Context: an optimization exercise on an open-source flow, tuned for small area, a short achievable clock period and few clock cycles. The choices shown serve that exercise and are no tape-out recipe. In this exercise RTL edits were held to simulation tests only and were not proved equivalent to the original. Power and IR drop assume default switching activity.

run 1:
## apb_top
module apb_top(
    input        pclk,
    input        presetn,
    input        start,
    input        write,
    input [31:0] addr,
    input [31:0] wdata,
    input [3:0]  strb,
    input [2:0]  prot,
    output [31:0] rdata,
    output        done,
    output        error
);
Settings: LEC_CHECK=0, CAP_MARGIN=20, CORE_MARGIN=2, CORE_UTILIZATION=40, CTS_BUF_LIST=sky130_fd_sc_hd__clkbuf_16, CTS_CLUSTER_DIAMETER=60, CTS_CLUSTER_SIZE=20, SETUP_SLACK_MARGIN=2.0, SLEW_MARGIN=20; clock period 4.0 ns.
standard.sh (not shown) runs the stock make flow with config.mk's settings and CLKGATE_MAP_FILE= SYNTH_SCRIPT=/design/flow/synth_recipe.tcl, a recipe that flattens the netlist after the stock synthesis.
==> flow/flow/run.sh <==
#!/bin/bash
# The standard layout (bash standard.sh), with the port buffers that
# buffer_ports inserts made of a plain buffer cell instead of the delay cell it
# picks by default. ORFS writes each step's full log under orfs/logs/; make's
# own output goes to make_finish.log here.
set -euo pipefail
bash standard.sh "BUFFER_PORTS_ARGS=-buffer_cell sky130_fd_sc_hd__buf_2" finish > make_finish.log 2>&1
Testbench counts of run 1, summed over its fixed seeds: cycles 3,200.
#### Input delta (run 2 over run 1)
Settings: CORE_UTILIZATION changed from 40 to 60; ABC_CLOCK_PERIOD_IN_PS newly set to 1200.
[summary]
Re antenna diode instance count: run 1 was higher than run 2.
Against run 1, final routed wirelength across all metal layers in run 2 came out better.
Comparing run 1 and run 2, routing usage on met3 is lower on run 1.
The final layout from run 2, which completed every stage, passed the timing, design-rule and antenna checks at the end of the flow.
Row count: run 2 vs run 1 down about 18%
Die: run 2 smaller than run 1
Changes in run 3 relative to run 2:
Settings: a change of CTS_BUF_LIST from sky130_fd_sc_hd__clkbuf_16 to sky130_fd_sc_hd__clkbuf_4 sky130_fd_sc_hd__clkbuf_8; a deleted SETUP_SLACK_MARGIN that had been 2.0; a deleted ABC_CLOCK_PERIOD_IN_PS that had been 1200; a deleted CTS_CLUSTER_DIAMETER that had been 60; a deleted CTS_CLUSTER_SIZE that had been 20; a change of CORE_UTILIZATION from 60 to 40.
==> flow/run.sh (new file) <==
#!/bin/bash
# synth_recipe.tcl (not shown) runs the flow's synth.tcl, then flattens the netlist and writes it again
# the make line also repeats each setting of config.mk as NAME=value (left out here)
make -C /OpenROAD-flow-scripts/flow DESIGN_CONFIG=/design/flow/config.mk WORK_HOME=/design/flow/orfs CLKGATE_MAP_FILE= SYNTH_SCRIPT=/design/flow/synth_recipe.tcl finish
removed: flow/flow/run.sh
removed: flow/standard.sh
==> comparison <==
Of run 2 and run 3, run 3 shows the higher count of clock buffers in the final design, with run 2 below it.
The final critical path time including I/O delays and setup of run 3 was inferior to that of run 2.
| static leakage | lower: run 3 |
Comparing run 2 and run 3, the higher global-route wire length before repair is on run 3.
What run 4 does differently from run 3 at the input level:
Settings: clearing CTS_BUF_LIST, which used to be sky130_fd_sc_hd__clkbuf_4 sky130_fd_sc_hd__clkbuf_8.
--- outcome ---
Per the comparison of run 4 with run 3, utilization shows an increase of 0.27 points; final period utilization decreased 0.36 points; clock power share shows an increase of 3.0 points; proportion of cell area occupied by registers went down.
### run 4 -> run 5
==> flow/flow/run.sh (new file) <==
#!/bin/bash
# The standard layout (bash standard.sh), with the port buffers that
# buffer_ports inserts made of a plain buffer cell instead of the delay cell it
# picks by default. ORFS writes each step's full log under orfs/logs/; make's
# own output goes to make_finish.log here.
set -euo pipefail
bash standard.sh "BUFFER_PORTS_ARGS=-buffer_cell sky130_fd_sc_hd__buf_2" finish > make_finish.log 2>&1
==> flow/standard.sh (new file) <==
#!/bin/bash
# synth_recipe.tcl (not shown) runs the flow's synth.tcl, then flattens the netlist and writes it again
# the make line also repeats each setting of config.mk as NAME=value (left out here)
make -C /OpenROAD-flow-scripts/flow DESIGN_CONFIG=/design/flow/config.mk WORK_HOME=/design/flow/orfs CLKGATE_MAP_FILE= SYNTH_SCRIPT=/design/flow/synth_recipe.tcl "${@:-finish}"
removed: flow/run.sh
[summary]
- In run 5, the largest stage delay on the critical path came out 0.15 ns above the value in run 4.
- Against run 4, run 5 comes in 11 points lower on final cycle utilization of the critical path.
- Layout-stage area growth over the synthesis result: run 5 < run 4
- Going from run 4 to run 5, total of fill cells in the finished design grew by a few percent.
- On met2 track demand over resource, run 4 and run 5 are basically level.
- Of run 4 and run 5, run 4 shows the higher core utilization, with run 5 below it.
Relative to run 5, the following input files were edited for run 6:
Settings: setting SETUP_SLACK_MARGIN to 2.0 for the first time; setting CTS_CLUSTER_DIAMETER to 100 for the first time; setting CTS_CLUSTER_SIZE to 30 for the first time; setting CTS_BUF_LIST to sky130_fd_sc_hd__clkbuf_16 for the first time.
Notes after the runs:
For run 6 and run 5, there was not a single run that failed to finish clean. Run 6 vs run 5 — total power dropped 0.93 mW. Between run 6 and run 5, clock network latency to the later pin of the worst-skew pair is higher for run 5, run 6 comes in under that. Delta (run 6 minus run 5): routed wire length shows an increase of 3.7%, global-route wire length before repair moved up, area after detailed placement +320 µm², length of the first detailed-routing pass in iterations rose by 4. Worst ir drop on vdd in run 6 is 110 µV above run 5.

* * *

The RTL this note starts from:
==> flow/design.v <==
`timescale 1ns / 1ps
module apb_master (
    input         pclk,
    input         presetn,
    input         start,
    input         write,
    input  [31:0] addr,
    output        wr0,        
    output        wr1,        
    output reg    done,
    output reg    error
);
    wire in_map = (addr[31:13] == 19'd0) && (addr[11:4] == 8'd0);
    assign wr0 = start && write && in_map && !addr[12];
    assign wr1 = start && write && in_map &&  addr[12];
    always @(posedge pclk or negedge presetn) begin
        if (!presetn) begin
            done  <= 1'b0;
            error <= 1'b0;
        end else begin
            done  <= start;
            error <= !in_map;
        end
    end
endmodule
`timescale 1ns / 1ps
module apb_slave (
    input         pclk,
    input         presetn,
    input         we,         
    input         rsel,       
    input  [1:0]  idx,
    input  [3:0]  strb,
    input  [31:0] wdata,
    output [31:0] rdata       
);
    reg [31:0] regfile [0:3];
    reg [3:0]  valid;
    always @(posedge pclk or negedge presetn) begin
        if (!presetn)
            valid <= 4'b0;
        else if (we)
            valid[idx] <= 1'b1;
    end
    wire [31:0] part [0:3];
    genvar r, b;
    generate
        for (r = 0; r < 4; r = r + 1) begin : g_reg
            wire wr = we && idx == r;
            for (b = 0; b < 4; b = b + 1) begin : g_byte
                wire keep = !(wr && (strb[b] || !valid[r]));
                wire load = wr && strb[b];
                always @(posedge pclk)
                    regfile[r][8*b +: 8] <= (regfile[r][8*b +: 8] & {8{keep}})
                                          | (wdata[8*b +: 8] & {8{load}});
            end
            wire sel = rsel && idx == r && valid[r];
            assign part[r] = {32{sel}} & regfile[r];
        end
    endgenerate
    assign rdata = part[0] | part[1] | part[2] | part[3];
endmodule
`timescale 1ns / 1ps
module apb_top(
    input        pclk,
    input        presetn,
    input        start,
    input        write,
    input [31:0] addr,
    input [31:0] wdata,
    input [3:0]  strb,
    input [2:0]  prot,
    output [31:0] rdata,
    output        done,
    output        error
);
    wire        wr0, wr1;
    wire [31:0] rd0, rd1;
    reg  [31:0] rdata_q;
    apb_master master (
        .pclk    (pclk),
        .presetn (presetn),
        .start   (start),
        .write   (write),
        .addr    (addr),
        .wr0     (wr0),
        .wr1     (wr1),
        .done    (done),
        .error   (error)
    );
    apb_slave slave0 (
        .pclk    (pclk),
        .presetn (presetn),
        .we      (wr0),
        .rsel    (!addr[12]),
        .idx     (addr[3:2]),
        .strb    (strb),
        .wdata   (wdata),
        .rdata   (rd0)
    );
    apb_slave slave1 (
        .pclk    (pclk),
        .presetn (presetn),
        .we      (wr1),
        .rsel    (addr[12]),
        .idx     (addr[3:2]),
        .strb    (strb),
        .wdata   (wdata),
        .rdata   (rd1)
    );
    always @(posedge pclk)
        rdata_q <= rd0 | rd1;
    assign rdata = rdata_q;
endmodule
export LEC_CHECK = 0
export ABC_CLOCK_PERIOD_IN_PS = 1200
export CAP_MARGIN = 20
export CORE_MARGIN = 2
export CORE_UTILIZATION = 60
export CTS_BUF_LIST = sky130_fd_sc_hd__clkbuf_8
export CTS_CLUSTER_DIAMETER = 50
export CTS_CLUSTER_SIZE = 16
export SETUP_SLACK_MARGIN = 2.1
export SLEW_MARGIN = 20
create_clock -name core_clock -period 4.0 [get_ports {pclk}]
==> flow/flow/run.sh <==
#!/bin/bash
# The standard layout (bash standard.sh), with the port buffers that
# buffer_ports inserts made of a plain buffer cell instead of the delay cell it
# picks by default. ORFS writes each step's full log under orfs/logs/; make's
# own output goes to make_finish.log here.
set -euo pipefail
bash standard.sh "BUFFER_PORTS_ARGS=-buffer_cell sky130_fd_sc_hd__buf_2" finish > make_finish.log 2>&1
Testbench counts at the start, summed over its fixed seeds: cycles 3,200.
Rerun with:
--- a/flow/config.mk
+++ b/flow/config.mk
@@ -13,4 +13,4 @@
 export CTS_CLUSTER_DIAMETER = 50
 export CTS_CLUSTER_SIZE = 16
-export SETUP_SLACK_MARGIN = 2.1
+export SETUP_SLACK_MARGIN = 2.3
 export SLEW_MARGIN = 20
Hold slack gains 0.053 ns; total power rises by a few percent; synthesized cell count stays the same; worst setup slack loses 0.090 ns; sequential share of layout area falls by 7.0 points; wire length rises by about a fifth; final cell count rises by a few percent; final area rises by about a fifth; fmax falls by a few percent.
Rerun with:
--- a/flow/config.mk
+++ b/flow/config.mk
@@ -9,8 +9,8 @@
 export CAP_MARGIN = 20
 export CORE_MARGIN = 2
-export CORE_UTILIZATION = 60
+export CORE_UTILIZATION = 70
 export CTS_BUF_LIST = sky130_fd_sc_hd__clkbuf_8
 export CTS_CLUSTER_DIAMETER = 50
 export CTS_CLUSTER_SIZE = 16
-export SETUP_SLACK_MARGIN = 2.3
+export SETUP_SLACK_MARGIN = 2.0
 export SLEW_MARGIN = 20
What happened:
- power decreases by roughly a tenth
- clock power decreases by about a fifth
- routed wire length decreases by about a fifth
- global-route usage increases by 0.47 points
Rerun with:
--- a/flow/config.mk
+++ b/flow/config.mk
@@ -9,8 +9,8 @@
 export CAP_MARGIN = 20
 export CORE_MARGIN = 2
-export CORE_UTILIZATION = 70
+export CORE_UTILIZATION = 50
 export CTS_BUF_LIST = sky130_fd_sc_hd__clkbuf_8
 export CTS_CLUSTER_DIAMETER = 50
 export CTS_CLUSTER_SIZE = 16
-export SETUP_SLACK_MARGIN = 2.0
+export SETUP_SLACK_MARGIN = 2.1
 export SLEW_MARGIN = 20
The new run produced a clean layout; global-route usage falls by 11 points; worst setup slack improved by 0.11 ns; register-to-register slack improves by 0.18 ns; first-iteration DRC count goes down by 18%; cell count climbs by 3.8%; maximum frequency grows by 5.6%.

[re-timing with driven ports]
In the flow no input, the clock included, has a driving cell. The finished layouts below were timed again as built, in two steps.
Step 1, drivers: a clkbuf_16 drives pclk and a buf_2 each remaining input, both assumed.
Step 2, shift: input delay + t, output delay - t, t = (earliest + latest rising clock arrival at the registers) / 2. This alone moves slack from input paths to output paths.
Three values: ideal, step 1, step 2; two values: the first two.
run | shift t [ns] | slack for setup (ns) | worst setup path after step 2 | worst data-port slew with drivers (ns)
run 1 | 0.570 | 2.024 / 2.036 / 1.467 | input to register | 0.08
run 2 | 0.540 | 2.014 / 2.040 / 1.500 | input to register | 0.04
run 3 | 0.575 | 1.366 / 1.378 / 0.803 | input to register | 0.04
run 4 | 0.579 | 1.380 / 1.395 / 0.817 | input to register | 0.04
run 5 | 0.577 | 1.830 / 1.848 / 1.271 | input to register | 0.04
run 6 | 0.536 | 2.003 / 2.014 / 1.479 | input to register | 0.09
the first run of note 2 | 0.625 | 2.049 / 2.006 / 1.526 | input to register | 0.06
the second run of note 2 | 0.587 | 1.959 / 1.960 / 1.374 | input to register | 0.07
the third run of note 2 | 0.621 | 2.003 / 2.003 / 1.382 | input to register | 0.05
the fourth run of note 2 | 0.635 | 2.109 / 2.066 / 1.505 | input to register | 0.04
After both steps every run listed still meets setup and hold. For the third run of note 2, which loses most, drivers alone change the setup slack by 0.000 ns; drivers and shift together by -0.621 ns.
